Background: an optimization exercise with open tools, aiming at small area, a short achievable clock period and few clock cycles per item. Do not read the settings as production practice. RTL that was checked went through simulation tests only; none was proved equivalent to the original. Function not checked in runs 6 and 7: the RTL went through the layout flow alone. Power figures rest on the tool's default switching activity, not on a simulated workload.

[flow/run.sh]
#!/bin/bash
# synth_recipe.tcl (not shown) runs the flow's synth.tcl, then flattens the netlist and writes it again
# the make line also repeats each setting of config.mk as NAME=value (left out here)
make -C /OpenROAD-flow-scripts/flow DESIGN_CONFIG=/design/flow/config.mk WORK_HOME=/design/flow/orfs CLKGATE_MAP_FILE= SYNTH_SCRIPT=/design/flow/synth_recipe.tcl finish
[flow/design.v]
module ALU #(
    parameter WIDTH = 32
)(
    input [WIDTH-1:0] num_1,
    input [WIDTH-1:0] num_2,
    input [WIDTH-1:0] sub_reg_input,
    input [3:0] opcode,
    input clk,
    output [WIDTH-1:0] result,
    output [WIDTH-1:0] sub_reg_result,
    output done,
    output [3:0] flag
);
    reg  [3:0] op_r;      
    reg        first_r;   
    reg        rdy_r;     
    reg  [3:0] cnt;
    reg        mul_r;     
    reg        div_r;     
    wire same = (opcode == op_r);
    assign done = rdy_r & same;
    wire s_add = (opcode == 4'd0);
    wire s_sub = (opcode == 4'd1);
    wire s_mul = (opcode == 4'd2);
    wire s_div = (opcode == 4'd3);
    wire s_neg = (opcode == 4'd4);
    wire s_and = (opcode == 4'd5);
    wire s_or  = (opcode == 4'd6);
    wire s_xor = (opcode == 4'd7);
    wire s_not = (opcode == 4'd8);
    wire s_idle = opcode[3] & (opcode[2:0] != 3'd0);
    reg [33:0] H;       
    reg [32:0] L;       
    reg [31:0] Yr;      
    reg        dinv;    
    reg        ovf_r;   
    reg        sz_r;    
    reg        neg_r;   
    reg        w_r;     
    always @(posedge clk) begin
        Yr   <= opcode[0] ? (num_2 ^ {32{~num_2[31]}}) : num_1;
        dinv <= ~num_2[31];
    end
    wire [35:0] ys = {{4{Yr[31]}}, Yr};
    wire        sz = sub_reg_input[31];
    wire        sd = num_2[31];
    wire [31:0] n_hi = sub_reg_input ^ {32{sz}};
    wire [31:0] n_lo = num_1 ^ {32{sz}};
    wire [35:0] a_s = {{4{num_1[31]}}, num_1};
    wire [35:0] b_s = {{4{num_2[31]}}, num_2};
    wire        st_inv = opcode[2] | (opcode[1] ? ~sd : opcode[0]);
    wire [32:0] st_x   = opcode[2] ? 33'd0 : (opcode[1] ? {1'b0, n_hi} : a_s[32:0]);
    wire [32:0] st_y   = opcode[2] ? ~a_s[32:0] : (b_s[32:0] ^ {33{st_inv}});
    wire [32:0] S0     = st_x + st_y + {32'd0, st_inv};    
    function [2:0] booth;   
        input b1, b0, bm;
        booth = {b1, (b1 & ~b0 & ~bm) | (~b1 & b0 & bm), b0 ^ bm};
    endfunction
    reg  [2:0]  bt0, bt1;    
    wire [35:0] y0 = ((bt0[0] ? ys : 36'd0) | (bt0[1] ? {ys[34:0], 1'b0} : 36'd0)) ^ {36{bt0[2]}};
    wire [35:0] y1 = ((bt1[0] ? {ys[33:0], 2'b0} : 36'd0) | (bt1[1] ? {ys[32:0], 3'b0} : 36'd0)) ^ {36{bt1[2]}};
    wire [35:0] hx = {{2{H[33]}}, H};
    wire [35:0] cs_s = hx ^ y0 ^ y1;
    wire [35:0] cs_c = {(hx[34:0] & y0[34:0]) | (hx[34:0] & y1[34:0]) | (y0[34:0] & y1[34:0]), bt1[2]};
    wire [35:0] P = {H, L[32], L[31]};        
    wire [35:0] dm1 = ys;                     
    wire [35:0] dm2 = {ys[34:0], dinv};       
    wire [35:0] S2 = P + dm2 + {35'd0, dinv};
    wire        g2 = ~S2[35];
    wire [35:0] d3_s = P ^ dm1 ^ dm2;
    wire [35:0] d3_c = {(P[34:0] & dm1[34:0]) | (P[34:0] & dm2[34:0]) | (dm1[34:0] & dm2[34:0]), dinv};
    wire [35:0] a1 = mul_r ? cs_s : (g2 ? d3_s : P);
    wire [35:0] b1 = mul_r ? cs_c : (g2 ? d3_c : dm1);
    wire        c1 = mul_r ? bt0[2] : dinv;
    wire [35:0] S1 = a1 + b1 + {35'd0, c1};
    wire        g1 = ~S1[35];
    wire e1 = &S1, e2 = &S2;
    wire        st_arith = s_add | s_sub | s_neg;
    wire [31:0] l_other = s_mul ? num_2 :
                          s_div ? n_lo :
                          s_and ? (num_1 & num_2) :
                          s_or  ? (num_1 | num_2) :
                          s_xor ? (num_1 ^ num_2) : ~num_1;
    wire [33:0] r_new = g1 ? S1[33:0] : g2 ? S2[33:0] : P[33:0];
    always @(posedge clk) begin
        op_r  <= opcode;
        mul_r <= s_mul;
        div_r <= s_div;
        if (s_idle) begin
            first_r <= 1'b1;
            rdy_r   <= 1'b0;
        end else if (first_r) begin
            first_r <= 1'b0;
            rdy_r   <= ~(s_mul | s_div) | (s_div & ~S0[32]);
            cnt     <= 4'd0;
        end else if (rdy_r | ~same) begin
            first_r <= 1'b1;
            rdy_r   <= 1'b0;
        end else begin
            cnt     <= cnt + 4'd1;
            rdy_r   <= mul_r ? (cnt == 4'd7) : (cnt == 4'd15);
        end
    end
    always @(posedge clk) begin
        if (first_r) begin
            H     <= s_div ? {2'b0, n_hi} : 34'd0;
            L[32:1] <= st_arith ? S0[31:0] : l_other;
            L[0]  <= 1'b0;
            bt0   <= booth(num_2[1], num_2[0], 1'b0);
            bt1   <= booth(num_2[3], num_2[2], num_2[1]);
            ovf_r <= (st_arith & (S0[32] ^ S0[31])) | (s_div & ~S0[32]);
            sz_r  <= s_div & sz;
            neg_r <= s_div & (sz ^ sd);
            w_r   <= s_div & sz & (&S0);
        end else begin
            H     <= mul_r ? {{2{S1[35]}}, S1[35:4]} : r_new;
            L     <= mul_r ? {S1[3:0], L[32:5], L[0]} : {L[30:1], g2, g1, L[0]};
            bt0   <= booth(L[6], L[5], L[4]);
            bt1   <= booth(L[8], L[7], L[6]);
            w_r   <= sz_r & (e1 | e2 | (w_r & L[32] & L[31]));
        end
    end
    wire [32:0] q = {1'b0, L[32:1] ^ {32{neg_r}}} + {32'd0, neg_r ^ w_r};
    wire l_nz = |L[32:1];
    wire lo_nz  = |L[31:1];
    wire lo_one = &L[31:1];
    wire range_ovf = L[32] & (neg_r ? (lo_nz | w_r) : 1'b1) | (~neg_r & w_r & lo_one);
    wire div_ovf = div_r & (ovf_r | range_ovf);
    assign result = div_ovf ? 32'd0 : q[31:0];
    assign sub_reg_result = (mul_r | (div_r & ~div_ovf & ~w_r)) ? (H[31:0] ^ {32{sz_r}}) : 32'd0;
    assign flag[3] = div_ovf | (~div_r & ovf_r);
    assign flag[2] = div_ovf | (~l_nz & ~w_r & (~mul_r | (H[31:0] == 32'd0)));
    assign flag[1] = ~div_ovf & (mul_r ? H[31] : q[31]);
    assign flag[0] = ~div_r & ovf_r;
endmodule
[flow/config.mk]
export PLATFORM = sky130hd
export DESIGN_NAME = ALU
export DESIGN_NICKNAME = ALU
export VERILOG_FILES = /design/flow/design.v
export SDC_FILE = /design/flow/constraint.sdc
export NUM_CORES = 4
export LEC_CHECK = 0
export CAP_MARGIN = 20
export CORE_MARGIN = 2
export CORE_UTILIZATION = 40
export PLACE_DENSITY = 0.6
export SETUP_SLACK_MARGIN = 5
export SLEW_MARGIN = 20
[flow/constraint.sdc]
create_clock -name core_clock -period 11.0 [get_ports {clk}]
set_input_delay 2.2000 -clock core_clock [delete_from_list [all_inputs] [get_ports {clk}]]
set_output_delay 2.2000 -clock core_clock [all_outputs]
set_load 0.01 [all_outputs]
==> results of run 1 <==
## worst reg2reg max path: cells and delay by family, from the launching register on
family / cells / cell delay, ns
xor gates and xnor gates: 2 / 0.35
adders and majority gates: 3 / 1.17
DFF: 1 / 0.38
muxes: 1 / 0.19
buffers and inverters: 1 / 0.15
and+or+nand+nor: 6 / 1.32
AOI/OAI and AO/OA: 10 / 2.17
## layout by cell type (no fill, tap or decap), drive strengths merged, types with 22 or more instances in the layout
| master | Yosys | routed |
|---|---|---|
| nand2 | 278 | 278 |
| a21o | 40 | 40 |
| fa | 72 | 72 |
| mux2i | 69 | 69 |
| nor2 | 312 | 312 |
| a22oi | 64 | 64 |
| buf | 46 | 87 |
| a21boi | 22 | 22 |
| xor2 | 51 | 51 |
| and3 | 28 | 28 |
| nor3b | 42 | 42 |
| nand4 | 29 | 29 |
| nor3 | 56 | 56 |
| a2111oi | 41 | 41 |
| a211oi | 118 | 118 |
| nand3 | 54 | 54 |
| xnor2 | 271 | 271 |
| a21oi | 183 | 183 |
| dfxtp | 114 | 114 |
| a221oi | 36 | 36 |
| a31oi | 28 | 28 |
| nor4 | 33 | 33 |
| ha | 169 | 169 |
| o21ai | 245 | 245 |
| nor2b | 31 | 31 |
| clkdlybuf4s50 | 0 | 150 |
| o211ai | 34 | 34 |
| inv | 110 | 115 |
## power groups by stage
stage | Combinational (uW) | Sequential (uW) | Clock [uW]
floorplan | 3470 | 683 | 0
detailed placement | 4790 | 862 | 0
global placement | 4780 | 861 | 0
CTS | 5010 | 865 | 570
global route | 5960 | 902 | 590
finish | 5570 | 882 | 570
## routing by layer
layer | up-vias | routed length (um)
met5 | - | 33
met4 | 6 | 4654
met3 | 241 | 8126
met2 | 1155 | 43440
met1 | 11580 | 38150
li1 | 10970 | -
## area by class of cell
cell class | instances | area (sq um)
Inverter | 110 | 417.9
Sequential cell | 121 | 2634
Timing Repair Buffer | 260 | 2728
Antenna cell | 2 | 5.005
Clock inverter | 15 | 141.4
Fill cell | 5336 | 27590
Multi-Input combinational cell | 2539 | 18790
Tap cell | 696 | 870.8
Clock buffer | 17 | 425.4
## worst max path at each step
stage                     depth (start not counted)            end  slack, ns         startpoint
after floorplan                                  18    w_r$_DFF_P_       5.02  sub_reg_input[31]
after global placement                           25    w_r$_DFF_P_       3.39      L[31]$_DFF_P_
after detailed placement                         24    w_r$_DFF_P_       3.28      L[31]$_DFF_P_
after CTS                                        24    w_r$_DFF_P_       4.84     Yr[27]$_DFF_P_
after global routing                             26  H[11]$_DFF_P_       4.93      H[26]$_DFF_P_
final                                            15    w_r$_DFF_P_       5.00           num_1[1]
## stage by stage
step | power [uW] | cell area [sq um] | hold slack [ns] | utilization | cells
2_1_floorplan | 4157 | 21670 | 0.4919 | - | 2992
3_3_place_gp | 5639 | 23640 | 0.5710 | 0.4411 | 3667
3_5_place_dp | 5652 | 23650 | 0.5775 | 0.4412 | 3668
4_1_cts | 6449 | 24980 | 0.5886 | 0.4661 | 3717
5_1_grt | 7450 | 26000 | 0.6176 | 0.4852 | 3758
6_report | 7018 | 26010 | 0.5867 | 0.4852 | 3760
## state kept, by name, indices dropped and copies added, names as in the netlist, 3 cells and up
signal and cells:
op_r 4, L 32, bt0 3, bt1 3
H 34, Yr 32, cnt 4
## logic make-up after synthesis
logic type      Yosys count  share of synthesized area
simple gates            955                     0.2069
flops                   121                     0.1154
compound gates          949                     0.2906
buf+inv                 332                    0.05838
xor+xnor                322                     0.1306
mux                      72                    0.03354
fa+ha+maj               241                     0.1646
## repair_timing
| action | CTS | global route |
|---|---|---|
| pin swaps | 13 | 47 |
| resized for setup | 145 | 162 |
| gates cloned | 6 | 3 |
| buffers inserted | 11 | 38 |
| endpoints found under the setup margin | 125 | 109 |
==> summary.txt, run 1 <==
GRT
  – Met3 GRT Util: 0.06823
  – GRT Residual Overflow: 0
  – Most Crowded Layer GR: met2
  – Largest net degree at the start of global routing: 83
  – First-pass GRT wire length: 139700 um
  – Number of global-route vias before repair: 22.59k
  – Tot GR Track Use: 0.3245
  – M2 GR Usage: 0.5247
  – Initial antenna violation count: 7
  – M1 GR Usage: 0.4134

Pwr
  – Worst vdd ir: 0.1722 mV
  – Cell-internal power: slightly above 3000 uW
  – Lkg Pwr: 0.009908 uW
  – Combinational Power Share: 0.793
  – Net load switching power: just under 4000 uW
  – Clock share of power: 0.081
  – Net Sw Frac: 0.5560
  – Sequential share of power: 0.126
  – Power density cells: 269.8 mW/mm^2

Die
  – Top-Level Pins: 170
  – DIE WIDTH: 236.4 um
  – Die area: 0.05588 sq mm
  – Initial Util: 0.4030
  – FP Rows: 85
  – Core Box Area: 0.05360 sq mm
  – Die height: 236.4 um

Yosys
  – Post-Syn Area: 0.02160 sq mm
  – Synth Net Count: between 3k and 4k
  – Most area-hungry cell type in the Yosys netlist: xnor2_1
  – Cell count after synthesis: 2992
  – Syn Area/Cell: 7.220 sq um
  – Dominant cells by area after synthesis: xnor2_1 11%, dfxtp_1 11%, ha_1 9.8%
  – Syn. warnings: 1
  – Seq/Total Area, Yosys: 0.1154
  – Top cell type's share of synthesized area: 0.1099
  – FFs w/ async S/R, synth: 0
  – Most common flop cell mapped by yosys: dfxtp_1
  – Commonest cells in the netlist: 312 x nor2_1, 278 x nand2_1, 271 x xnor2_1
  – Yosys cell types: 79
  – Yosys reg bits: 121
  – Post-synth EDFFs: 7
  – Top-count cell post-synth: nor2_1

Setup path
  – WS Path Type: in -> reg
  – Worst R2R Setup Slack: 5.12 ns
  – CP endpoint kind: register
  – Critical path's top delay family: compound AO/OA/AOI/OAI gates
  – Startpoint types: input pin
  – CP max stage cell: clkdlybuf4s50_1
  – CP arrival: ~6.4 ns
  – Worst stage delay on the critical path: 0.70 ns
  – Critical-path cell list: clkdlybuf4s50_1 -> nor2_1 -> a211oi_2 -> ha_1 -> a211oi_1 -> o21ai_1 -> a21o_1 -> o21bai_1 -> o22a_1 -> o2111ai_1 -> a31oi_1 -> nand4_1 -> nor4_4 -> nor3_2 -> o31ai_2
  – Worst R2R Start: Yr[27]$_DFF_P_
  – Reg-to-reg critical path endpoint: w_r$_DFF_P_
  – WP data required: 11.37 ns
  – R2R depth: 23
  – Crit Path Max Fanout: 6
  – CP bufs+invs: 1

Placement
  – Setup slack at placement: 3.284 ns
  – Gpl congestion: 0.9898
  – Count of buffers from port buffering: about 170
  – HPWL Detailed: ~69000 um

STA
  – Fin. Hold Viols: 0
  – RSZ-0062 raised after global routing: true
  – Slew @ Worst Pin: roughly 1.1 ns
  – Layout Skew: 0.01789 ns
  – Setup tns final: 0 ns
  – Min Tclk post-route: 5.997 ns
  – Setup violators final: 0
  – Crit share post-route: 0.5452
  – Relative slew slack: 0.2417
  – Max Freq: 166.7 MHz
  – Setup WS post-layout: 5.003 ns
  – Max-slew violations: 0

Hold path
  – Hold Path Class: reg -> reg
  – WHS Path Cells: 1
  – Hold Path Origin: cnt[0]$_SDFFCE_PP0P_
  – Worst Hold End: cnt[0]$_SDFFCE_PP0P_

Routing
  – Antenna Nets Post-Route: 0
  – Vias post-DR: roughly 24k
  – Number of vias per cell: 6.371
  – Routed length per instance: between 20 and 30 um
  – First drt pass iteration count: 7
  – Drt initial violations: 2447
  – Routed wire length: 94400 um
  – # DRC: 0

Clock tree
  – # clock sinks: 121
  – H-Tree Level Count: 4
  – Clk root buf: clkbuf_16
  – Total CTS buffers: 17
  – Clock slew at reported path FFs: 0.07 ns
  – Post-CTS Hold Buffers: 0
  – CTS tree: yes
  – CTS Buffer Depth: 2
  – Clock Latency Late Sink: ~0.46 ns

Layout
  – Layout Area Growth over Synthesis: 20.41%
  – Final Net Count: 3391
  – Share of layout cells above drive strength 1: 0.1166

Flow run
  – Maxcap violations: 0

Outcome
  – Status: complete, no violations
Testbench counts, summed over its fixed seeds: cycles 159,008, ops 24,000.
==> run 2: changes to the inputs <==
==> flow/flow/run.sh (new file) <==
#!/bin/bash
# The standard layout (the standard.sh: ORFS synth .. finish), with the
# ports buffered by buf_2 cells instead of the delay cells buffer_ports picks.
# Setup repair aims 5.3 ns below the period. Clock period and constraints unchanged.
set -euo pipefail
bash standard.sh finish "BUFFER_PORTS_ARGS=-buffer_cell sky130_fd_sc_hd__buf_2" SETUP_SLACK_MARGIN=5.3 > standard.log 2>&1
==> flow/standard.sh (new file) <==
#!/bin/bash
# synth_recipe.tcl (not shown) runs the flow's synth.tcl, then flattens the netlist and writes it again
# the make line also repeats each setting of config.mk as NAME=value (left out here)
make -C /OpenROAD-flow-scripts/flow DESIGN_CONFIG=/design/flow/config.mk WORK_HOME=/design/flow/orfs CLKGATE_MAP_FILE= SYNTH_SCRIPT=/design/flow/synth_recipe.tcl "${@:-finish}"
removed: flow/run.sh
==> run 2 against run 1 <==
Against the previous run: synthesized area unchanged; core utilization increased by 1.3 points; routed wire length increased by 3.0%; via count increased by 4.3%; first-iteration DRC count increased by 8.8%; clock-buffer cell count increased by 1; clock skew decreased by 0.0079 ns; sequential power decreased by 1%; register-to-register slack improved by 0.05 ns.
==> summary.txt, run 2 <==
GRT
  – Number of global-route vias before repair: 23.26k
  – Initial antenna violation count: 7
  – First-pass GRT wire length: 141900 um
  – Tot GR Track Use: 0.3286
  – Largest net degree at the start of global routing: between 70 and 80
  – GRT Residual Overflow: 0

Layout
  – Most frequent cells in the layout: 301 x nor2_1, 267 x nand2_1, 260 x xnor2_1
  – Final Net Count: 3477
  – Share of layout cells above drive strength 1: 0.2141
  – Fillcell total: 5260
  – Commonest non-fill, non-tap cell in the layout: nor2_1
  – Multi-input logic area: 0.01944 sq mm
  – Largest regs: H x34, L x32, Yr x32
  – Sequential cell area: 0.002675 sq mm
  – Number of flip-flops in the largest register: 34
  – Layout Area Growth over Synthesis: 23.51%
  – Most flop-heavy register: H

Setup path
  – WS Path Type: reg -> reg
  – Startpoint types: register
  – CP arrival: 6.21 ns
  – CP endpoint kind: register
  – Crit Path Max Fanout: 6
  – WP data required: 11.37 ns

Die
  – Top-Level Pins: 170
  – Die height: 236.4 um
  – FP Rows: 85
  – Core Box Area: 0.05360 sq mm
  – DIE WIDTH: about 240 um
  – Die area: 0.05588 sq mm
  – Initial Util: 0.4030

Clock tree
  – Clock slew at reported path FFs: about 0.060 ns
  – Clk root buf: clkbuf_16
  – # clock sinks: 121
  – CTS Buffer Depth: 2
  – Clock Latency Late Sink: 0.46 ns
  – Post-CTS Hold Buffers: 0
  – H-Tree Level Count: 4
  – Total CTS buffers: 17
  – CTS tree: yes

Routing
  – Antenna Nets Post-Route: 0
  – Drt initial violations: 2662
  – First drt pass iteration count: 8
  – Number of vias per cell: 6.492
  – Routed wire length: 97180 um
  – Vias post-DR: 24.99k
  – Routed length per instance: 25.25 um
  – # DRC: 0

STA
  – Max-slew violations: 0
  – Relative slew slack: 0.2623
  – Layout Skew: slightly below 0.01 ns
  – Hold WS: 0.5907 ns
  – Max Freq: 171.4 MHz
  – Setup violators final: 0
  – RSZ-0062 raised after global routing: true
  – Min Tclk post-route: roughly 5.8 ns
  – Slew @ Worst Pin: between 1 and 1.5 ns
  – Fin. Hold Viols: 0
  – Crit share post-route: 0.5303
  – Setup tns final: 0 ns

Outcome
  – Status: complete, no violations

Yosys
  – FFs w/ async S/R, synth: 0
  – Syn. warnings: 1
  – Yosys cell types: 79
  – Dominant cells by area after synthesis: xnor2_1 11%, dfxtp_1 11%, ha_1 9.8%
  – Syn Area/Cell: 7.220 sq um
  – Most common flop cell mapped by yosys: dfxtp_1
  – Cell count after synthesis: 2992
  – Top-count cell post-synth: nor2_1
  – Most area-hungry cell type in the Yosys netlist: xnor2_1
  – Top cell type's share of synthesized area: 0.1099
  – Yosys reg bits: 121
  – Post-synth EDFFs: 7
  – Post-Syn Area: 0.02160 sq mm
  – Seq/Total Area, Yosys: 0.1154
  – Commonest cells in the netlist: 312 x nor2_1, 278 x nand2_1, 271 x xnor2_1
  – Synth Net Count: 3334

Pwr
  – Worst vdd ir: 0.1925 mV
  – Power density cells: 300.5 mW/mm^2
  – Lkg Pwr: 0.01048 uW

Hold path
  – Hold Path Class: reg -> reg

Placement
  – Gpl congestion: 0.9847
  – HPWL Detailed: 67370 um
  – Count of buffers from port buffering: 169

Flow run
  – Maxcap violations: 0
==> run 2: cell counts after synthesis <==
No cell type changed its count.
==> run 2: worst max-delay path, cell delays in order, from the launching register on <==
cell      delay [ns]
dfxtp_4         0.44
ha_4            0.26
a21oi_4         0.19
o211ai_1        0.15
a211oi_2        0.22
buf_4           0.16
a21oi_4         0.07
o22ai_4         0.25
buf_12          0.17
xor2_4          0.26
mux2i_1         0.23
o21ai_1         0.11
fa_2            0.46
fa_2            0.38
a211oi_2        0.25
o21ai_2         0.12
o211ai_1        0.35
nand3_1         0.22
a31oi_2         0.30
xnor2_2         0.19
and4_1          0.28
and4_1          0.28
and4_1          0.26
nor3_2          0.07
o31ai_2         0.07
==> run 2: final cells by class <==
type / count / area share
inverters: 110 / 0.01594
well taps: 696 / 0.03264
multi-input cells: 2544 / 0.7285
flip-flops and latches: 121 / 0.1003
clock buffers: 18 / 0.01609
diodes: 5 / 0.0004690
repair buffers: 341 / 0.1015
clock inverters: 14 / 0.004643
==> run 2: through the flow <==
stage,worst slack [ns],std cells,util,instance area [sq um],total power [uW]
after floorplan,5.247,2992,-,21800,4175
after global placement,3.358,3665,0.4273,22910,5538
after detailed placement,3.264,3665,0.4273,22910,5566
after CTS,5.199,3764,0.4681,25090,6904
after global routing,4.998,3847,0.4977,26680,8396
final,5.166,3849,0.4978,26680,8018
==> run 2: worst paths after layout <==
| check | start | to | slack [ns] | cells past startpoint |
|---|---|---|---|---|
| hold / removal | cnt[0]$_SDFFCE_PP0P_ | cnt[0]$_SDFFCE_PP0P_ | 0.59 | 1 |
| setup / recovery | H[6]$_DFF_P_ | w_r$_DFF_P_ | 5.17 | 24 |
| setup reg to reg | H[6]$_DFF_P_ | w_r$_DFF_P_ | 5.17 | 24 |
| hold reg to reg | cnt[0]$_SDFFCE_PP0P_ | cnt[0]$_SDFFCE_PP0P_ | 0.59 | 1 |
==> run 2: power by group <==
| group | internal (uW) | total, uW | switching, uW |
|---|---|---|---|
| Combinational | 2790 | 6590 | 3800 |
| Sequential | 565 | 871 | 306 |
| Clock | 311 | 556 | 246 |
| Total | 3670 | 8020 | 4350 |
==> run 2: what timing repair did <==
item | CTS | global route
setup buffers | 57 | 71
setup endpoints to repair | 124 | 79
cloned | 10 | 8
gates resized for setup | 234 | 176
pin swaps | 42 | 69
==> run 2: routing by layer <==
metal	share of wire	GRT usage	up-vias
met5	0.00025	0	-
met4	0.064	0.1761	4
met3	0.094	0.06273	371
met2	0.44	0.5249	1425
met1	0.40	0.4180	12030
li1	-	-	11160
==> run 2: kinds of logic (layout without fill, tap and decap cells) <==
kind of cell | count (synthesis) | after routing | synth area share
AO/OA/AOI/OAI | 949 | 949 | 0.2906
XOR/XNOR | 322 | 325 | 0.1306
adder cells (fa/ha/maj) | 241 | 241 | 0.1646
buffers and inverters | 332 | 483 | 0.05838
flip-flops | 121 | 121 | 0.1154
multiplexers | 72 | 72 | 0.03354
other | 0 | 5 | 0
AND/OR/NAND/NOR | 955 | 957 | 0.2069
==> run 3: changes to the inputs <==
==> flow/flow/run.sh (replaced) <==
#!/bin/bash
# The standard layout (the standard.sh: ORFS synth .. finish), with the
# ports buffered by buf_2 cells instead of the delay cells buffer_ports picks.
# Clock period and constraints unchanged.
set -euo pipefail
bash standard.sh finish "BUFFER_PORTS_ARGS=-buffer_cell sky130_fd_sc_hd__buf_2" > standard.log 2>&1
--- a/flow/config.mk
+++ b/flow/config.mk
@@ -11,3 +11,4 @@
 export PLACE_DENSITY = 0.6
 export SETUP_SLACK_MARGIN = 5
 export SLEW_MARGIN = 20
+export TNS_END_PERCENT = 10
==> run 3 against run 2 <==
Against the previous run: highest routed layer is now met4; critical path depth down 4; still clean on timing, DRC and antenna; clock power shrank 3%; sequential cell count did not move; first-iteration DRC count decreased by 0.45%.
==> summary.txt, run 3 <==
Outcome
  – Status: complete, no violations

STA
  – Setup violators final: 0
  – Fin. Hold Viols: 0
  – Crit share post-route: 0.5490
  – Layout Skew: ~0.014 ns
  – Min Tclk post-route: 6.039 ns
  – RSZ-0062 raised after global routing: true
  – Relative slew slack: 0.2324
  – Setup WS post-layout: 4.961 ns
  – Max-slew violations: 0
  – Slew @ Worst Pin: 1.139 ns
  – Max Freq: 165.6 MHz
  – Setup tns final: 0 ns

Yosys
  – Commonest cells in the netlist: 312 x nor2_1, 278 x nand2_1, 271 x xnor2_1
  – Post-synth EDFFs: 7
  – Most common flop cell mapped by yosys: dfxtp_1
  – Most area-hungry cell type in the Yosys netlist: xnor2_1
  – Seq/Total Area, Yosys: 0.1154
  – Synth Net Count: 3334
  – Synth Area in Adders: 0.1646
  – Syn Area/Cell: a little over 7 sq um
  – Compound-Gate Fraction of Synth Area: 0.2906
  – Top-count cell post-synth: nor2_1
  – Largest family of logic cells by synthesized area: compound AO/OA/AOI/OAI gates
  – Cell count after synthesis: ~3.0k
  – Post-synthesis mux area share: 0.03354
  – Syn. warnings: 1
  – XOR/XNOR Fraction of Synth Area: 0.1306
  – Top cell type's share of synthesized area: 0.1099
  – Dominant cells by area after synthesis: xnor2_1 11%, dfxtp_1 11%, ha_1 9.8%
  – Post-Syn Area: between 0.02 and 0.025 sq mm
  – Yosys reg bits: 121
  – Yosys cell types: 79
  – FFs w/ async S/R, synth: 0
  – Fraction of the mapped netlist area in simple logic gates: 0.2069

Placement
  – Gpl congestion: 1.011
  – Dpl cells: 3669
  – Area after DPL: 0.02284 sq mm
  – HPWL Detailed: 67650 um
  – Count of buffers from port buffering: roughly 170
  – Setup slack at placement: 2.831 ns

Layout
  – Most flop-heavy register: H
  – Layout Area Growth over Synthesis: 16.23%
  – Final Net Count: 3396
  – Number of flip-flops in the largest register: 34
  – Fillcell total: 5425
  – Commonest non-fill, non-tap cell in the layout: nor2_1
  – Finished Core Util: 0.4684
  – Cell area after layout: 0.02511 sq mm
  – Layout Cells excl Fill: 3764
  – Largest regs: H x34, L x32, Yr x32
  – Most frequent cells in the layout: 303 x nor2_1, 275 x nand2_1, 264 x xnor2_1
  – Share of layout cells above drive strength 1: 0.1660

Setup path
  – Startpoint types: input pin
  – CP arrival: 6.41 ns
  – CP endpoint kind: register
  – WS Path Type: in -> reg
  – Crit Path Max Fanout: 8
  – WP data required: 11.37 ns

Clock tree
  – CTS tree: yes
  – H-Tree Level Count: 4
  – Clock slew at reported path FFs: 0.07 ns
  – # clock sinks: 121
  – Clock Latency Late Sink: 0.46 ns
  – Total CTS buffers: 17
  – CTS Buffer Depth: 2
  – Clk root buf: clkbuf_16

GRT
  – Largest net degree at the start of global routing: 75
  – Tot GR Track Use: 0.3182
  – Initial antenna violation count: 2
  – First-pass GRT wire length: 137800 um
  – GRT Residual Overflow: 0
  – Number of global-route vias before repair: 22.90k

Flow run
  – Maxcap violations: 0

Routing
  – First drt pass iteration count: 10
  – Drt initial violations: ~2.7k
  – Number of vias per cell: 6.448
  – Vias post-DR: roughly 24k
  – Routed wire length: approximately 94000 um
  – Routed length per instance: 24.87 um
  – Antenna Nets Post-Route: 0
  – # DRC: 0

Pwr
  – Power density cells: 279.7 mW/mm^2
  – Worst vdd ir: 0.1625 mV
  – Lkg Pwr: 0.009926 uW

Die
  – Die height: 236.4 um
  – FP Rows: 85
  – Top-Level Pins: 170
  – DIE WIDTH: 236.4 um
  – Core Box Area: 0.05360 sq mm
  – Die area: 0.05588 sq mm
  – Initial Util: 0.4030

Hold path
  – Hold Path Class: reg -> reg
-- run 3: cell types whose count changed in the layout (fill, tap and decap cells not counted), sizes merged, moves of 3 or more --
cell,before,now
inv,112,116
diode,5,1
bufbuf,2,6
buf,330,253
xor2,54,51
clkbuf,27,23
-- run 3: worst paths after layout --
kind	from	to	slack (ns)	depth (start not counted)
worst min-delay path	rdy_r$_SDFF_PP0_	first_r$_SDFF_PP1_	0.59	2
worst max-delay path	opcode[1]	w_r$_DFF_P_	4.96	20
worst min register to register	rdy_r$_SDFF_PP0_	first_r$_SDFF_PP1_	0.59	2
worst max register to register	Yr[7]$_DFF_P_	w_r$_DFF_P_	5.04	26
-- run 3: layout make-up --
cell class                      instances  area (sq um)  share of cell area
Timing Repair Buffer                  265          2012             0.08013
Antenna cell                            1         2.502          0.00009967
Sequential cell                       121          2604              0.1037
Clock inverter                         15         117.6            0.004684
Clock buffer                           17         425.4             0.01694
Tap cell                              696         870.8             0.03468
Multi-Input combinational cell       2539         18660              0.7431
Inverter                              110         417.9             0.01664
-- run 3: cell families (layout without fill, tap and decap cells) --
kind of cell / after synthesis / in the layout
simple gates: 955 / 955
compound gates: 949 / 949
buf+inv: 332 / 407
xor+xnor: 322 / 322
fa+ha+maj: 241 / 241
flops: 121 / 121
mux: 72 / 72
other cells: 0 / 1
-- run 3: metrics by stage --
stage	total power, uW	hold slack [ns]
detailed placement	5589	0.5866
global route	7407	0.6375
CTS	6429	0.5992
finish	7021	0.5927
global placement	5550	0.5623
floorplan	4157	0.4919
-- run 3: power by group --
part	switching, uW	internal, uW
logic	3380	2230
clock network	246	291
registers	318	558
-- run 3: critical path, cell delays in order --
cell      delay (ns)
buf_4           0.15
buf_12          0.14
o21ai_4         0.20
nor2_4          0.08
buf_12          0.16
buf_4           0.13
a221oi_1        0.30
ha_1            0.33
o21ai_0         0.11
a21oi_1         0.30
o211ai_1        0.23
buf_4           0.20
a2111o_1        0.39
nand3_1         0.12
o211ai_1        0.18
nor4_4          0.37
nand4_1         0.25
nor4_4          0.37
nor3_2          0.10
o31ai_2         0.07
-- run 3: what timing repair did --
action / 4_1_cts / 5_1_grt
hold buffers: 0 / 0
setup buffers: 11 / 39
pin swaps: 10 / 43
cloned: 6 / 6
setup endpoints to repair: 82 / 51
gates resized for setup: 124 / 131
endpoints found under the hold margin: 0 / 0
-- run 3: per-layer routing --
layer  wire length, um  global-route usage  vias to the layer above
li1                  -                   -                    10990
met1             37350              0.4059                    11690
met2             41850              0.5066                     1325
met3              8439             0.04822                      265
met4              5985              0.1918                        0
met5                 0                   0                        -
==> run 4: changes to the inputs <==
--- a/flow/config.mk
+++ b/flow/config.mk
@@ -5,6 +5,7 @@
 export SDC_FILE = /design/flow/constraint.sdc
 export NUM_CORES = 4
 export LEC_CHECK = 0
+export ABC_AREA = 1
 export CAP_MARGIN = 20
 export CORE_MARGIN = 2
 export CORE_UTILIZATION = 40
==> run 4 against run 3 <==
Against the previous run: critical path type is now in -> out; first-iteration DRC count is 5.8% higher; highest routed layer is now met5; combinational power fell by 4.8%; die area rose by 5.6%; core utilization fell by 2.1 points; critical endpoint is now done; routed wire length rose by 13%; sequential share of layout area down 0.24 points; still clean on timing, DRC and antenna; sequential cell count unchanged; maximum frequency increased by 1.7%; total power decreased by 4.6%; register-to-register slack improved by 0.17 ns; synthesized area increased by 5.7%; via count rose by 11%.
==> summary.txt, run 4 <==
Outcome
  – Status: complete, no violations

Setup path
  – WP data required: 8.80 ns
  – Critical-path cell list: buf_2 -> buf_8 -> buf_8 -> xor2_1 -> nor4_2 -> inv_1 -> nor2_1 -> buf_2
  – CP endpoint kind: primary output
  – Worst R2R Setup Slack: approximately 5.2 ns
  – Crit Path Max Fanout: 44
  – WS Path Type: in -> out
  – CP arrival: between 3 and 4 ns
  – Critical path's top delay family: buffers and inverters
  – Startpoint types: input pin
  – CP bufs+invs: 5
  – Worst stage delay on the critical path: about 0.33 ns
  – CP max stage cell: buf_8

Yosys
  – Synth Net Count: 4131
  – Seq/Total Area, Yosys: 0.1092
  – Post-Syn Area: 0.02283 sq mm
  – Dominant cells by area after synthesis: nand2_1 14%, dfxtp_1 10%, ha_1 9.3%
  – Syn. warnings: 1
  – Top-count cell post-synth: nand2_1
  – Yosys reg bits: 121
  – Most area-hungry cell type in the Yosys netlist: nand2_1
  – Commonest cells in the netlist: 841 x nand2_1, 526 x inv_1, 368 x nor2_1
  – Most common flop cell mapped by yosys: dfxtp_1
  – Post-synth EDFFs: 7
  – Cell count after synthesis: 3789
  – Top cell type's share of synthesized area: 0.1383
  – FFs w/ async S/R, synth: 0
  – Syn Area/Cell: about 6 sq um
  – Yosys cell types: 62

Layout
  – Multi-input logic area: 0.01777 sq mm
  – Commonest non-fill, non-tap cell in the layout: nand2_1
  – Share of layout cells above drive strength 1: 0.1047
  – Layout Area Growth over Synthesis: 10.54%
  – Number of flip-flops in the largest register: 34
  – Fillcell total: roughly 6.2k
  – Finished Core Util: 0.4476
  – Cell area after layout: 0.02524 sq mm
  – Most flop-heavy register: H
  – Largest regs: H x34, L x32, Yr x32
  – Final Net Count: 4199
  – Layout Cells excl Fill: 4628
  – Most frequent cells in the layout: 839 x nand2_1, 522 x inv_1, 363 x nor2_1
  – Sequential cell area: roughly 0.0026 sq mm

GRT
  – Number of global-route vias before repair: 25.71k
  – Met3 GRT Util: 0.05904
  – First-pass GRT wire length: 156900 um
  – Tot GR Track Use: 0.3479
  – M1 GR Usage: 0.4348
  – Most Crowded Layer GR: met2
  – GRT Residual Overflow: 0
  – M2 GR Usage: 0.5702
  – Largest net degree at the start of global routing: 80
  – Initial antenna violation count: 4

STA
  – Fin. Hold Viols: 0
  – RSZ-0062 raised after global routing: true
  – Setup violators final: 0
  – Setup tns final: 0 ns
  – Relative slew slack: 0.2676
  – Max Freq: 168.4 MHz
  – Layout Skew: 0.01701 ns
  – Max-slew violations: 0
  – Crit share post-route: 0.5399
  – Min Tclk post-route: 5.939 ns
  – Slew @ Worst Pin: 1.097 ns

Clock tree
  – Total CTS buffers: 17
  – CTS tree: yes
  – CTS Buffer Depth: 2
  – Clk root buf: clkbuf_16
  – # clock sinks: between 100 and 150
  – Clock slew at reported path FFs: 0.07 ns
  – Clock Latency Late Sink: 0.47 ns
  – H-Tree Level Count: 4

Die
  – DIE WIDTH: 242.9 um
  – Core Box Area: 0.05639 sq mm
  – FP Rows: 87
  – Die height: between 200 and 250 um
  – Initial Util: 0.4049
  – Top-Level Pins: 170
  – Die area: 0.05901 sq mm

Placement
  – Area after DPL: 0.02421 sq mm
  – HPWL Detailed: between 80000 and 90000 um
  – Dpl cells: 4582
  – Gpl congestion: just over 1
  – Count of buffers from port buffering: around 170

Routing
  – Number of vias per cell: 5.831
  – Antenna Nets Post-Route: 0
  – Routed wire length: about 110000 um
  – First drt pass iteration count: 6
  – Vias post-DR: 26.98k
  – Drt initial violations: 2805
  – Routed length per instance: 22.90 um
  – # DRC: 0

Pwr
  – Cell-internal power: 2612 uW
  – Lkg Pwr: 0.01234 uW
  – Worst vdd ir: about 0.13 mV
  – Net Sw Frac: 0.6101
  – Power density cells: between 200 and 300 mW/mm^2
  – Combinational Power Share: 0.796
  – Net load switching power: 4088 uW
  – Sequential share of power: 0.114
  – Clock share of power: 0.089

Flow run
  – Maxcap violations: 0

Hold path
  – Hold Path Class: reg -> reg
[run 4: per-stage QoR]
stage                     total power (uW)  worst slack, ns  hold WS (ns)
final                                 6700            5.061        0.5090
after global routing                  7208            4.904        0.5500
after CTS                             6347            4.946        0.5098
after detailed placement              5672            3.837        0.4931
after global placement                5706            3.854        0.4956
after floorplan                       4195            5.340        0.4665
[run 4: final timing paths]
| kind | start | end | cells after the start |
|---|---|---|---|
| max | opcode[0] | done | 8 |
| min | rdy_r$_SDFF_PP0_ | first_r$_SDFF_PP1_ | 2 |
| max reg2reg | Yr[25]$_DFF_P_ | w_r$_DFF_P_ | 26 |
| min reg2reg | rdy_r$_SDFF_PP0_ | first_r$_SDFF_PP1_ | 2 |
[run 4: tightest hold or removal path: cells and delay by family, from the launching register on]
family,cells,cell delay (ns)
DFF,1,0.33
AOI/OAI and AO/OA,1,0.08
and+or+nand+nor,1,0.07
[run 4: area by class of cell]
cell class / instances / area share
inverters: 537 / 0.08026
diodes: 2 / 0.0001983
flip-flops and latches: 121 / 0.1013
well taps: 756 / 0.03748
multi-input cells: 2961 / 0.7041
clock buffers: 20 / 0.01899
repair buffers: 219 / 0.05304
clock inverters: 12 / 0.004610
[run 4: power groups by stage]
stage / sequential (uW) / combinational, uW / clock [uW]
after floorplan: 668 / 3530 / 0
after global placement: 760 / 4950 / 0
after detailed placement: 759 / 4910 / 0
after CTS: 750 / 5000 / 597
after global routing: 776 / 5820 / 615
final: 766 / 5340 / 599
[run 4: cells by family (layout without fill, tap and decap cells)]
group	after synthesis	in the layout	synth area share
xor+xnor	216	216	0.08466
compound gates	959	959	0.2411
mux	3	3	0.001315
fa+ha+maj	241	241	0.1557
simple gates	1539	1542	0.2866
buf+inv	710	788	0.1214
other cells	0	2	0
flops	121	121	0.1092
[run 4: timing repair]
item,CTS,global route
buffers inserted,0,9
pin swaps,1,4
cloned,2,1
setup endpoints to repair,53,48
hold buffers,0,0
gates resized for setup,32,67
[run 4: metal layers]
layer  vias up  routed length [um]  share of wire
li1      12680                   -              -
met1     12480               42140           0.40
met2      1480               48130           0.45
met3       333                9245          0.087
met4         6                6422          0.061
met5         -                  41        0.00039
==> run 5: changes to the inputs <==
--- a/flow/config.mk
+++ b/flow/config.mk
@@ -5,11 +5,9 @@
 export SDC_FILE = /design/flow/constraint.sdc
 export NUM_CORES = 4
 export LEC_CHECK = 0
-export ABC_AREA = 1
 export CAP_MARGIN = 20
 export CORE_MARGIN = 2
 export CORE_UTILIZATION = 40
 export PLACE_DENSITY = 0.6
 export SETUP_SLACK_MARGIN = 5
 export SLEW_MARGIN = 20
-export TNS_END_PERCENT = 10
==> run 5 against run 4 <==
Against the previous run: setup slack got worse by 0.070 ns; cell area rose by 0.32%; combinational power rose by 8.6%; critical path depth rose by 12; clock power fell by about 10%; sequential power rose by 15%; global-route usage fell by 2.8 points; total power rose by 7.7%; hold slack improved by 0.087 ns; register-to-register slack got worse by 0.15 ns; critical path type is now in -> reg; highest routed layer unchanged.
==> summary.txt, run 5 <==
Yosys
  – Commonest cells in the netlist: 312 x nor2_1, 278 x nand2_1, 271 x xnor2_1
  – Yosys cell types: 79
  – Dominant cells by area after synthesis: xnor2_1 11%, dfxtp_1 11%, ha_1 9.8%
  – Syn Area/Cell: slightly above 7 sq um
  – Seq/Total Area, Yosys: 0.1154
  – Most common flop cell mapped by yosys: dfxtp_1
  – Cell count after synthesis: 2992
  – FFs w/ async S/R, synth: 0
  – Post-Syn Area: 0.02160 sq mm
  – Yosys reg bits: 121
  – Post-synth EDFFs: 7
  – Syn. warnings: 1
  – Synth Net Count: 3334
  – Top-count cell post-synth: nor2_1
  – Top cell type's share of synthesized area: 0.1099
  – Most area-hungry cell type in the Yosys netlist: xnor2_1

Layout
  – Largest regs: H x34, L x32, Yr x32
  – Multi-input logic area: 0.01883 sq mm
  – Most frequent cells in the layout: 302 x nor2_1, 273 x nand2_1, 263 x xnor2_1
  – Most flop-heavy register: H
  – Commonest non-fill, non-tap cell in the layout: nor2_1
  – Sequential cell area: 0.002609 sq mm
  – Fillcell total: 5413
  – Final Net Count: around 3.4k
  – Share of layout cells above drive strength 1: 0.1709
  – Antenna diodes: 0
  – Layout Area Growth over Synthesis: 17.21%
  – Cell area after layout: 0.02532 sq mm
  – Number of flip-flops in the largest register: 34

Pwr
  – Net Sw Frac: 0.5575
  – Lkg Pwr: 0.009976 uW
  – Clock share of power: 0.075
  – Combinational Power Share: 0.803
  – Net load switching power: a little over 4000 uW
  – Power density cells: around 280 mW/mm^2
  – Worst vdd ir: 0.1585 mV
  – Cell-internal power: between 3000 and 4000 uW
  – Sequential share of power: 0.122

Setup path
  – CP arrival: 6.38 ns
  – Reg-to-reg critical path endpoint: w_r$_DFF_P_
  – Startpoint types: input pin
  – CP endpoint kind: register
  – Worst R2R Setup Slack: 5.06 ns
  – Worst R2R Start: Yr[27]$_DFF_P_
  – R2R depth: 25
  – Crit path capture: w_r$_DFF_P_
  – Worst Setup SP: opcode[1]
  – WS Path Type: in -> reg
  – Crit Path Max Fanout: 6
  – WP data required: 11.38 ns

Die
  – Initial Util: 0.4030
  – FP Rows: 85
  – Die height: 236.4 um
  – DIE WIDTH: 236.4 um
  – Core Box Area: 0.05360 sq mm
  – Die area: 0.05588 sq mm
  – Top-Level Pins: 170

STA
  – Slew @ Worst Pin: 1.123 ns
  – Setup tns final: 0 ns
  – Crit share post-route: 0.5462
  – Layout Skew: around 0.015 ns
  – Min Tclk post-route: 6.009 ns
  – Setup violators final: 0
  – Max-slew violations: 0
  – Fin. Hold Viols: 0
  – Relative slew slack: 0.2432
  – Hold WS: 0.5955 ns
  – Max Freq: around 170 MHz
  – RSZ-0062 raised after global routing: true

GRT
  – First-pass GRT wire length: 138600 um
  – GRT Residual Overflow: 0
  – Largest net degree at the start of global routing: 75
  – Number of global-route vias before repair: 22.99k
  – Tot GR Track Use: 0.3203
  – Initial antenna violation count: 3

Clock tree
  – CTS Buffer Depth: 2
  – H-Tree Level Count: 4
  – Clk root buf: clkbuf_16
  – # clock sinks: 121
  – Clock slew at reported path FFs: 0.07 ns
  – Total CTS buffers: 17
  – CTS tree: yes
  – Post-CTS Hold Buffers: 0
  – Clock Latency Late Sink: 0.46 ns

Hold path
  – Hold Path Origin: rdy_r$_SDFF_PP0_
  – Hold Path Class: reg -> reg

Routing
  – Vias post-DR: approximately 24k
  – Routed wire length: 93970 um
  – Number of vias per cell: ~6.5
  – Antenna Nets Post-Route: 0
  – # DRC: 0
  – Routed length per instance: between 20 and 25 um
  – First drt pass iteration count: 8
  – Drt initial violations: 2665

Placement
  – Count of buffers from port buffering: 169
  – Area after DPL: between 0.02 and 0.025 sq mm
  – Gpl congestion: between 1 and 1.5
  – HPWL Detailed: 67650 um

Outcome
  – Status: complete, no violations

Flow run
  – Maxcap violations: 0
run 5: cell count changes after synthesis, sizes merged, moves of 110 or more:
| cell | delta |
|---|---|
| o22ai | -121 |
| a211oi | +110 |
| xnor2 | +171 |
| inv | -423 |
| a21oi | -147 |
| nand2 | -580 |
run 5: routing by layer:
layer | vias up | GRT usage | routed length, um
met2 | 1355 | 0.5096 | 42210
met4 | 2 | 0.1916 | 5874
met3 | 268 | 0.04646 | 8130
met1 | 11760 | 0.4107 | 37740
met5 | - | 0 | 13
li1 | 11010 | - | -
run 5: power by group through the flow:
| stage | clock, uW | sequential (uW) | combinational [uW] |
|---|---|---|---|
| final | 538 | 880 | 5800 |
| after global routing | 562 | 900 | 6140 |
| after CTS | 542 | 863 | 5100 |
| after detailed placement | 0 | 857 | 4730 |
| after global placement | 0 | 853 | 4700 |
| after floorplan | 0 | 683 | 3470 |
run 5: logic make-up after synthesis:
logic type | Yosys count | share of synthesized area
AND/OR/NAND/NOR | 955 | 0.2069
AO/OA/AOI/OAI | 949 | 0.2906
buffers and inverters | 332 | 0.05838
XOR/XNOR | 322 | 0.1306
adder cells (fa/ha/maj) | 241 | 0.1646
flip-flops | 121 | 0.1154
multiplexers | 72 | 0.03354
run 5: worst min path at each step:
stage                     cells after the start                   end  slack, ns
after detailed placement                      1  cnt[0]$_SDFFCE_PP0P_       0.59
after floorplan                               0       neg_r$_DFFE_PP_       0.49
after global routing                          1  cnt[0]$_SDFFCE_PP0P_       0.64
after global placement                        2    first_r$_SDFF_PP1_       0.56
final                                         2    first_r$_SDFF_PP1_       0.60
after CTS                                     1  cnt[0]$_SDFFCE_PP0P_       0.60
run 5: metrics by stage:
stage          instances  utilization  worst slack (ns)  total power (uW)
4_1_cts             3725       0.4548             5.005              6509
5_1_grt             3763       0.4724             4.843              7597
6_report            3763       0.4724             4.991              7213
3_5_place_dp        3669       0.4261             2.831              5589
3_3_place_gp        3669       0.4261             3.078              5550
2_1_floorplan       2992            -             5.019              4157
run 5: layout make-up:
class,instances,share of cell area
Clock inverter,15,0.004645
Sequential cell,121,0.1030
Clock buffer,17,0.01680
Inverter,110,0.01651
Tap cell,696,0.03439
Multi-Input combinational cell,2539,0.7435
Timing Repair Buffer,265,0.08109
run 5: what timing repair did:
item / in CTS / in global routing
gates resized for setup: 169 / 114
buffers inserted: 16 / 33
endpoints found under the setup margin: 82 / 49
pin swaps: 17 / 48
gates cloned: 8 / 5
run 5: worst max-delay path, cell delays in order:
cell and delay [ns]:
buf_6 0.12, buf_12 0.12, o21ai_4 0.20, nand2b_4 0.13
buf_12 0.17, nor2_4 0.08, a221oi_2 0.06, fa_2 0.39
fa_2 0.41, a211oi_2 0.30, nor2_2 0.11, o211a_4 0.29
o21ai_4 0.16, a21oi_1 0.09, or3b_4 0.43, nor4_4 0.33
nand4_1 0.25, nor4_4 0.37, nor3_2 0.10, o31ai_2 0.07
==> run 6: changes to the inputs <==
--- a/flow/design.v
+++ b/flow/design.v
@@ -67,10 +67,8 @@
     wire [35:0] dm2 = {ys[34:0], dinv};       
     wire [35:0] S2 = P + dm2 + {35'd0, dinv};
     wire        g2 = ~S2[35];
-    wire [35:0] d3_s = P ^ dm1 ^ dm2;
-    wire [35:0] d3_c = {(P[34:0] & dm1[34:0]) | (P[34:0] & dm2[34:0]) | (dm1[34:0] & dm2[34:0]), dinv};
-    wire [35:0] a1 = mul_r ? cs_s : (g2 ? d3_s : P);
-    wire [35:0] b1 = mul_r ? cs_c : (g2 ? d3_c : dm1);
+    wire [35:0] a1 = mul_r ? cs_s : (g2 ? S2 : P);
+    wire [35:0] b1 = mul_r ? cs_c : dm1;
     wire        c1 = mul_r ? bt0[2] : dinv;
     wire [35:0] S1 = a1 + b1 + {35'd0, c1};
     wire        g1 = ~S1[35];
==> run 6 against run 5 <==
Against the previous run: global-route usage increased by 0.18 points; largest power group unchanged; setup slack got worse by 0.13 ns; register-to-register slack got worse by 0.19 ns; hold slack got worse by 0.0064 ns; cell count decreased by 4.0%; synthesized area decreased by 5.8%; highest routed layer unchanged; critical endpoint unchanged.
==> summary.txt, run 6 <==
Yosys
  – Fraction of the mapped netlist area in simple logic gates: 0.2011
  – Synth Net Count: 3073
  – Cell count after synthesis: 2763
  – Yosys reg bits: 121
  – Syn. warnings: 1
  – Largest family of logic cells by synthesized area: compound AO/OA/AOI/OAI gates
  – Post-synth EDFFs: 7
  – Most common flop cell mapped by yosys: dfxtp_1
  – Commonest cells in the netlist: 281 x nor2_1, 253 x xnor2_1, 218 x nand2_1
  – Seq/Total Area, Yosys: 0.1225
  – Post-synthesis mux area share: 0.07251
  – Syn Area/Cell: between 7 and 8 sq um
  – Compound-Gate Fraction of Synth Area: 0.2556
  – Most area-hungry cell type in the Yosys netlist: dfxtp_1
  – Top-count cell post-synth: nor2_1
  – Yosys cell types: 84
  – Top cell type's share of synthesized area: 0.1122
  – FFs w/ async S/R, synth: 0
  – Synth Area in Adders: 0.1433
  – XOR/XNOR Fraction of Synth Area: 0.1442
  – Post-Syn Area: 0.02034 sq mm
  – Dominant cells by area after synthesis: dfxtp_1 11%, xnor2_1 11%, ha_1 10%

Clock tree
  – Clock slew at reported path FFs: roughly 0.070 ns
  – Total CTS buffers: 17
  – CTS tree: yes
  – Clock Latency Late Sink: 0.45 ns
  – # clock sinks: about 120
  – Post-CTS Hold Buffers: 0
  – CTS Buffer Depth: 2
  – Clk root buf: clkbuf_16
  – H-Tree Level Count: 4

Placement
  – Count of buffers from port buffering: 169
  – Area after DPL: 0.02159 sq mm
  – Gpl congestion: 1.009
  – Dpl cells: roughly 3.4k
  – HPWL Detailed: 62280 um

Pwr
  – Worst vdd ir: 0.1704 mV
  – Power density cells: 272.5 mW/mm^2
  – Lkg Pwr: 0.01035 uW

Routing
  – # DRC: 0
  – Met3 wire len: 7742 um
  – Vias post-DR: about 22k
  – Number of vias per cell: 6.201
  – Antenna Nets Post-Route: 0
  – Met1 WL: 36020 um
  – Routed length per instance: ~24 um
  – DR top layer: met5
  – Routed wire length: 87770 um
  – Drt initial violations: 2250
  – First drt pass iteration count: 8
  – Metal2 WL: 38790 um

STA
  – Setup tns final: 0 ns
  – Slew @ Worst Pin: 1.101 ns
  – RSZ-0062 raised after global routing: true
  – Min Tclk post-route: 6.134 ns
  – Max-slew violations: 0
  – Layout Skew: 0.009621 ns
  – Crit share post-route: 0.5576
  – Max Freq: 163.0 MHz
  – Fin. Hold Viols: 0
  – Relative slew slack: 0.2659
  – Setup violators final: 0

Setup path
  – WS Path Type: reg -> reg
  – CP max stage cell: or4_1
  – Worst stage delay on the critical path: approximately 0.56 ns
  – Worst Setup SP: H[2]$_DFF_P_
  – Crit path capture: w_r$_DFF_P_
  – R2R depth: 28
  – CP arrival: approximately 6.5 ns
  – Most Frequent Cell on Critical Path: a21o_1
  – WP data required: 11.39 ns
  – Reg-to-reg critical path endpoint: w_r$_DFF_P_
  – Crit Path Max Fanout: 5
  – CP endpoint kind: register
  – Worst R2R Setup Slack: 4.87 ns
  – Startpoint types: register
  – Worst R2R Start: H[2]$_DFF_P_

Layout
  – Commonest non-fill, non-tap cell in the layout: nor2_1
  – Final Net Count: 3238
  – Cell area after layout: 0.02529 sq mm
  – Layout Area Growth over Synthesis: 24.31%
  – Fillcell total: 4806
  – Largest regs: H x34, L x32, Yr x32
  – Most flop-heavy register: H
  – Number of flip-flops in the largest register: 34
  – Share of layout cells above drive strength 1: 0.2448
  – Layout Cells excl Fill: 3614
  – Most frequent cells in the layout: 274 x nor2_1, 244 x xnor2_1, 210 x nand2_1

Die
  – Die area: 0.05268 sq mm
  – Core Box Area: between 0.05 and 0.06 sq mm
  – FP Rows: 82
  – Top-Level Pins: 170
  – DIE WIDTH: about 230 um
  – Die height: 229.5 um
  – Initial Util: 0.4055

Outcome
  – Status: complete, no violations

GRT
  – Largest net degree at the start of global routing: 79
  – Number of global-route vias before repair: 21.35k
  – Tot GR Track Use: 0.3221
  – GRT Residual Overflow: 0
  – Initial antenna violation count: 6
  – First-pass GRT wire length: 131300 um

Flow run
  – Maxcap violations: 0

Hold path
  – Hold Path Class: reg -> reg
[run 6: cell types whose count changed in the layout (fill, tap and decap cells not counted), moves of 18 or more]
| cell | delta |
|---|---|
| a211oi_1 | -24 |
| buf_4 | +78 |
| fa_1 | -32 |
| ha_1 | -18 |
| mux2_2 | +49 |
| nand2_1 | -63 |
| nor2_1 | -28 |
| o21ai_1 | -81 |
| xnor2_1 | -19 |
| xor2_1 | +23 |
[run 6: how the worst min path moves through the flow]
stage	cells after the start	start	to	slack, ns
floorplan	0	first_r$_SDFF_PP1_	neg_r$_DFFE_PP_	0.53
global placement	1	cnt[0]$_SDFFCE_PP0P_	cnt[0]$_SDFFCE_PP0P_	0.57
detailed placement	2	rdy_r$_SDFF_PP0_	first_r$_SDFF_PP1_	0.59
CTS	2	rdy_r$_SDFF_PP0_	first_r$_SDFF_PP1_	0.60
global route	2	rdy_r$_SDFF_PP0_	first_r$_SDFF_PP1_	0.61
finish	2	rdy_r$_SDFF_PP0_	first_r$_SDFF_PP1_	0.59
[run 6: area by class of cell]
cell class / instances / area [sq um] / share of cell area
clock buffers: 17 / 425.4 / 0.01682
diodes: 1 / 2.502 / 0.00009895
repair buffers: 348 / 2673 / 0.1057
well taps: 672 / 840.8 / 0.03325
clock inverters: 15 / 163.9 / 0.006481
multi-input cells: 2323 / 18140 / 0.7172
flip-flops and latches: 121 / 2603 / 0.1029
inverters: 117 / 444.2 / 0.01756
[run 6: critical path: cells and delay by family (launching register included)]
family,cells,cell delay (ns)
xor gates and xnor gates,2,0.30
adders and majority gates,3,1.09
DFF,1,0.36
buffers and inverters,4,0.67
AOI/OAI and AO/OA,12,2.19
and+or+nand+nor,6,1.33
muxes,1,0.11
[run 6: cells by family after synthesis]
kind of cell | Yosys count
DFF | 121
xor gates and xnor gates | 334
buffers and inverters | 323
muxes | 139
AOI/OAI and AO/OA | 784
and+or+nand+nor | 853
adders and majority gates | 209
[run 6: through the flow]
step	hold slack (ns)	total power [uW]	setup slack [ns]	utilization
after floorplan	0.5277	3440	4.804	-
after detailed placement	0.5857	4565	2.910	0.4303
after global placement	0.5712	4558	2.832	0.4303
after CTS	0.5992	6344	4.888	0.4916
final	0.5892	6891	4.866	0.5041
after global routing	0.6142	7209	4.707	0.5040
[run 6: what timing repair did]
action	4_1_cts	5_1_grt
resized for setup	293	81
buffers inserted	106	33
endpoints found under the setup margin	76	46
endpoints found under the hold margin	0	0
gates cloned	12	1
pin swaps	93	64
[run 6: where the power goes]
part	switching [uW]	internal (uW)
sequential	210	551
clock	252	338
combinational	3050	2490
[run 6: metal layers]
layer | up-vias | global-route usage
li1 | 10290 | -
met5 | - | 0
met2 | 1145 | 0.5040
met1 | 10720 | 0.4156
met3 | 252 | 0.06437
met4 | 6 | 0.1735
==> run 7: changes to the inputs <==
--- a/flow/design.v
+++ b/flow/design.v
@@ -15,6 +15,8 @@
     reg        first_r;   
     reg        rdy_r;     
     reg  [3:0] cnt;
+    reg        skp;       
+    reg        noskip;    
     reg        mul_r;     
     reg        div_r;     
     wire same = (opcode == op_r);
@@ -74,7 +76,9 @@
     wire        g1 = ~S1[35];
     wire e1 = &S1, e2 = &S2;
     wire        st_arith = s_add | s_sub | s_neg;
+    wire        skp_st = s_div & ~noskip & (n_hi == 32'd0) & ((num_2 ^ {32{sd}}) >= 32'd8);
     wire [31:0] l_other = s_mul ? num_2 :
+                          skp_st ? {n_lo[17:0], 14'd0} :
                           s_div ? n_lo :
                           s_and ? (num_1 & num_2) :
                           s_or  ? (num_1 | num_2) :
@@ -87,21 +91,27 @@
         if (s_idle) begin
             first_r <= 1'b1;
             rdy_r   <= 1'b0;
+            noskip  <= 1'b0;
         end else if (first_r) begin
             first_r <= 1'b0;
             rdy_r   <= ~(s_mul | s_div) | (s_div & ~S0[32]);
-            cnt     <= 4'd0;
-        end else if (rdy_r | ~same) begin
+            cnt     <= skp_st ? 4'd7 : 4'd0;
+            skp     <= skp_st;
+            noskip  <= 1'b0;
+        end else if (rdy_r | ~same | (skp & g1 & g2)) begin
             first_r <= 1'b1;
             rdy_r   <= 1'b0;
+            noskip  <= skp & same;
+            skp     <= 1'b0;
         end else begin
+            skp     <= 1'b0;
             cnt     <= cnt + 4'd1;
             rdy_r   <= mul_r ? (cnt == 4'd7) : (cnt == 4'd15);
         end
     end
     always @(posedge clk) begin
         if (first_r) begin
-            H     <= s_div ? {2'b0, n_hi} : 34'd0;
+            H     <= ~s_div ? 34'd0 : skp_st ? {20'd0, n_lo[31:18]} : {2'b0, n_hi};
             L[32:1] <= st_arith ? S0[31:0] : l_other;
             L[0]  <= 1'b0;
             bt0   <= booth(num_2[1], num_2[0], 1'b0);
==> run 7 against run 6 <==
Against the previous run: still clean; maximum frequency decreased by 5.0%; critical path depth is 3 lower; non-clock buffer count down 62; cell area decreased by 2.2%; global-route usage grew 4.2 points; synthesized area grew 3.1%; core utilization is 2.5 points lower; first-iteration DRC count increased by 55%; clock power rose by 6.3%; clock-buffer cell count increased by 5; critical endpoint unchanged.
==> summary.txt, run 7 <==
Clock tree
  – CTS Buffer Depth: 2
  – Clock slew at reported path FFs: 0.06 ns
  – Clk root buf: clkbuf_16
  – CTS tree: yes
  – Clock Latency Late Sink: 0.46 ns
  – H-Tree Level Count: 4
  – Total CTS buffers: 17
  – # clock sinks: 123

STA
  – Setup tns final: 0 ns
  – Min Tclk post-route: 6.457 ns
  – Max-slew violations: 0
  – RSZ-0062 raised after global routing: true
  – Crit share post-route: 0.5870
  – Setup WS post-layout: 4.543 ns
  – Relative slew slack: 0.2768
  – Setup violators final: 0
  – Slew @ Worst Pin: 1.073 ns
  – Layout Skew: 0.01886 ns
  – Max Freq: 154.9 MHz
  – Fin. Hold Viols: 0

Die
  – Die area: 0.05426 sq mm
  – Top-Level Pins: 170
  – DIE WIDTH: 232.9 um
  – FP Rows: 83
  – Initial Util: 0.4062
  – Die height: 232.9 um
  – Core Box Area: about 0.052 sq mm

Hold path
  – Hold Path Origin: L[2]$_DFF_P_
  – Hold Path Class: reg -> reg
  – WHS Path Cells: 2
  – Worst Hold End: L[4]$_DFF_P_

Setup path
  – Startpoint types: register
  – Worst R2R Setup Slack: 4.54 ns
  – Worst stage delay on the critical path: 0.50 ns
  – Critical path's top delay family: simple AND/OR/NAND/NOR gates
  – Crit Path Max Fanout: 4
  – CP arrival: approximately 6.8 ns
  – R2R depth: 25
  – Worst R2R Start: H[11]$_DFF_P_
  – CP endpoint kind: register
  – CP bufs+invs: 2
  – WP data required: 11.38 ns
  – CP max stage cell: o41a_1
  – WS Path Type: reg -> reg
  – Reg-to-reg critical path endpoint: w_r$_DFF_P_

Pwr
  – Power density cells: 254.6 mW/mm^2
  – Net load switching power: about 3300 uW
  – Combinational Power Share: 0.775
  – Clock share of power: 0.100
  – Net Sw Frac: 0.5261
  – Sequential share of power: 0.125
  – Lkg Pwr: 0.009978 uW
  – Worst vdd ir: around 0.24 mV
  – Cell-internal power: 2986 uW

Layout
  – Layout Cells excl Fill: 3678
  – Most flop-heavy register: H
  – Most frequent cells in the layout: 266 x nor2_1, 234 x nand2_1, 230 x xnor2_1
  – Commonest non-fill, non-tap cell in the layout: nor2_1
  – Fillcell total: 5108
  – Layout Area Growth over Synthesis: 18.04%
  – Largest regs: H x34, L x32, Yr x32
  – Antenna diodes: 0
  – Number of flip-flops in the largest register: 34
  – Share of layout cells above drive strength 1: 0.1885
  – Final Net Count: ~3.3k

Yosys
  – FFs w/ async S/R, synth: 0
  – Dominant cells by area after synthesis: dfxtp_1 11%, ha_1 10%, xnor2_1 9.9%
  – Syn Area/Cell: 7.221 sq um
  – Post-synth EDFFs: 8
  – Cell count after synthesis: slightly below 3k
  – Most common flop cell mapped by yosys: dfxtp_1
  – Top cell type's share of synthesized area: 0.1098
  – Yosys reg bits: 123
  – Top-count cell post-synth: nor2_1
  – Syn. warnings: 1
  – Seq/Total Area, Yosys: 0.1213
  – Yosys cell types: ~80
  – Most area-hungry cell type in the Yosys netlist: dfxtp_1
  – Synth Net Count: roughly 3.2k
  – Commonest cells in the netlist: 274 x nor2_1, 243 x nand2_1, 237 x xnor2_1
  – Post-Syn Area: roughly 0.021 sq mm

Placement
  – Count of buffers from port buffering: 169
  – Dpl cells: 3566
  – Setup slack at placement: 2.990 ns
  – Gpl congestion: roughly 1.1
  – HPWL Detailed: about 77000 um

Routing
  – Antenna Nets Post-Route: 0
  – Vias post-DR: 24.25k
  – Number of vias per cell: roughly 6.6
  – Drt initial violations: 3496
  – First drt pass iteration count: 8
  – Routed wire length: a little over 100000 um
  – Routed length per instance: between 20 and 30 um
  – # DRC: 0

GRT
  – GRT Residual Overflow: 0
  – Number of global-route vias before repair: 21.90k
  – Tot GR Track Use: 0.3643
  – Initial antenna violation count: 9
  – Largest net degree at the start of global routing: 91
  – First-pass GRT wire length: 147600 um

Outcome
  – Status: complete, no violations

Flow run
  – Maxcap violations: 0
run 7: changes by cell type after synthesis, sizes merged, moves of 21 or more:
cell    previous run  this run
clkbuf           157       184
a21oi            166       190
a211oi            96        71
mux2              67        46
nand2            218       243
o21ai            186       243
a221oi            35        61
run 7: worst max path at each step:
stage	startpoint	slack (ns)	cells past startpoint	endpoint
after floorplan	H[13]$_DFF_P_	4.80	25	w_r$_DFF_P_
after global routing	H[11]$_DFF_P_	4.36	26	w_r$_DFF_P_
after global placement	opcode[1]	2.87	17	L[28]$_DFF_P_
after CTS	H[11]$_DFF_P_	4.64	26	w_r$_DFF_P_
after detailed placement	opcode[1]	2.99	17	L[24]$_DFF_P_
final	H[11]$_DFF_P_	4.54	25	w_r$_DFF_P_
run 7: power groups by stage:
stage | Sequential [uW] | Combinational (uW) | Clock (uW)
floorplan | 651 | 2870 | 0
global placement | 786 | 3860 | 0
detailed placement | 788 | 3890 | 0
CTS | 782 | 4300 | 628
global route | 800 | 5180 | 644
finish | 789 | 4880 | 628
run 7: metal layers:
layer	part of all wire	GRT usage	up-vias
li1	-	-	10750
met1	0.42	0.5011	11690
met2	0.42	0.5406	1539
met3	0.10	0.07353	258
met4	0.055	0.1738	8
met5	0.00048	0	-
run 7: repair_timing:
item                       4_1_cts  5_1_grt
setup buffers                   37       35
hold buffers                     0        0
cloned                           4        4
pin swaps                       34       33
resized for setup              151      126
setup endpoints to repair       81       71
hold endpoints to repair         0        0
run 7: layout make-up:
cell class              instances  area [sq um]  share of cell area
clock buffers                  22         464.2             0.01876
clock inverters                10         163.9            0.006624
inverters                     120         459.2             0.01856
multi-input cells            2437         18130              0.7328
flip-flops and latches        123          2658              0.1074
well taps                     680         850.8             0.03438
repair buffers                286          2017             0.08151
run 7: worst min-delay path, delay by kind of cell, from the launching register on:
kind	cells	cell delay, ns
flip-flops	1	0.35
multiplexers	1	0.13
AO/OA/AOI/OAI	1	0.08
run 7: cells by family after synthesis:
family,share of synthesized area
buffers and inverters,0.06261
AOI/OAI and AO/OA,0.2830
adders and majority gates,0.1391
xor gates and xnor gates,0.1370
and+or+nand+nor,0.1961
DFF,0.1213
muxes,0.06100
run 7: stage by stage:
step                hold slack [ns]  total power, uW    util  area, sq um
global placement             0.5865             4650  0.4308        22240
detailed placement           0.5951             4676  0.4313        22260
CTS                          0.6017             5706  0.4617        23830
global route                 0.6625             6628  0.4794        24750
finish                       0.6118             6300  0.4794        24750
floorplan                    0.4919             3519       -        21110

[separate check: timing with driven ports]
Ports are ideal in the flow. The routed layouts listed here were re-timed in OpenROAD. Step 1: set_driving_cell puts a clkbuf_16 on clk and a buf_2 on each other input, an assumption about the parent block. Step 2, shift: input delay + t, output delay - t, t = (earliest + latest rising clock arrival at the registers) / 2. This alone moves slack from input paths to output paths. Three values: no drivers, after step 1, after step 2; two values: the first two.
run	t, ns	slack for setup (ns)	worst setup path at the end	pins driven straight from the clock port
run 1	0.512	5.003 / 5.032 / 4.520	input to register	1
run 2	0.512	5.166 / 5.106 / 4.594	input to register	1
run 3	0.508	4.961 / 4.994 / 4.486	input to register	1
run 4	0.521	5.061 / 5.037 / 4.701	input to register	1
run 5	0.507	4.991 / 5.013 / 4.506	input to register	1
run 6	0.497	4.866 / 4.866 / 4.386	input to register	1
run 7	0.518	4.543 / 4.543 / 4.209	input to register	1
After both steps setup and hold are still met in every run listed. For run 2, which loses most, drivers alone change the setup slack by -0.060 ns; drivers and shift together by -0.572 ns.
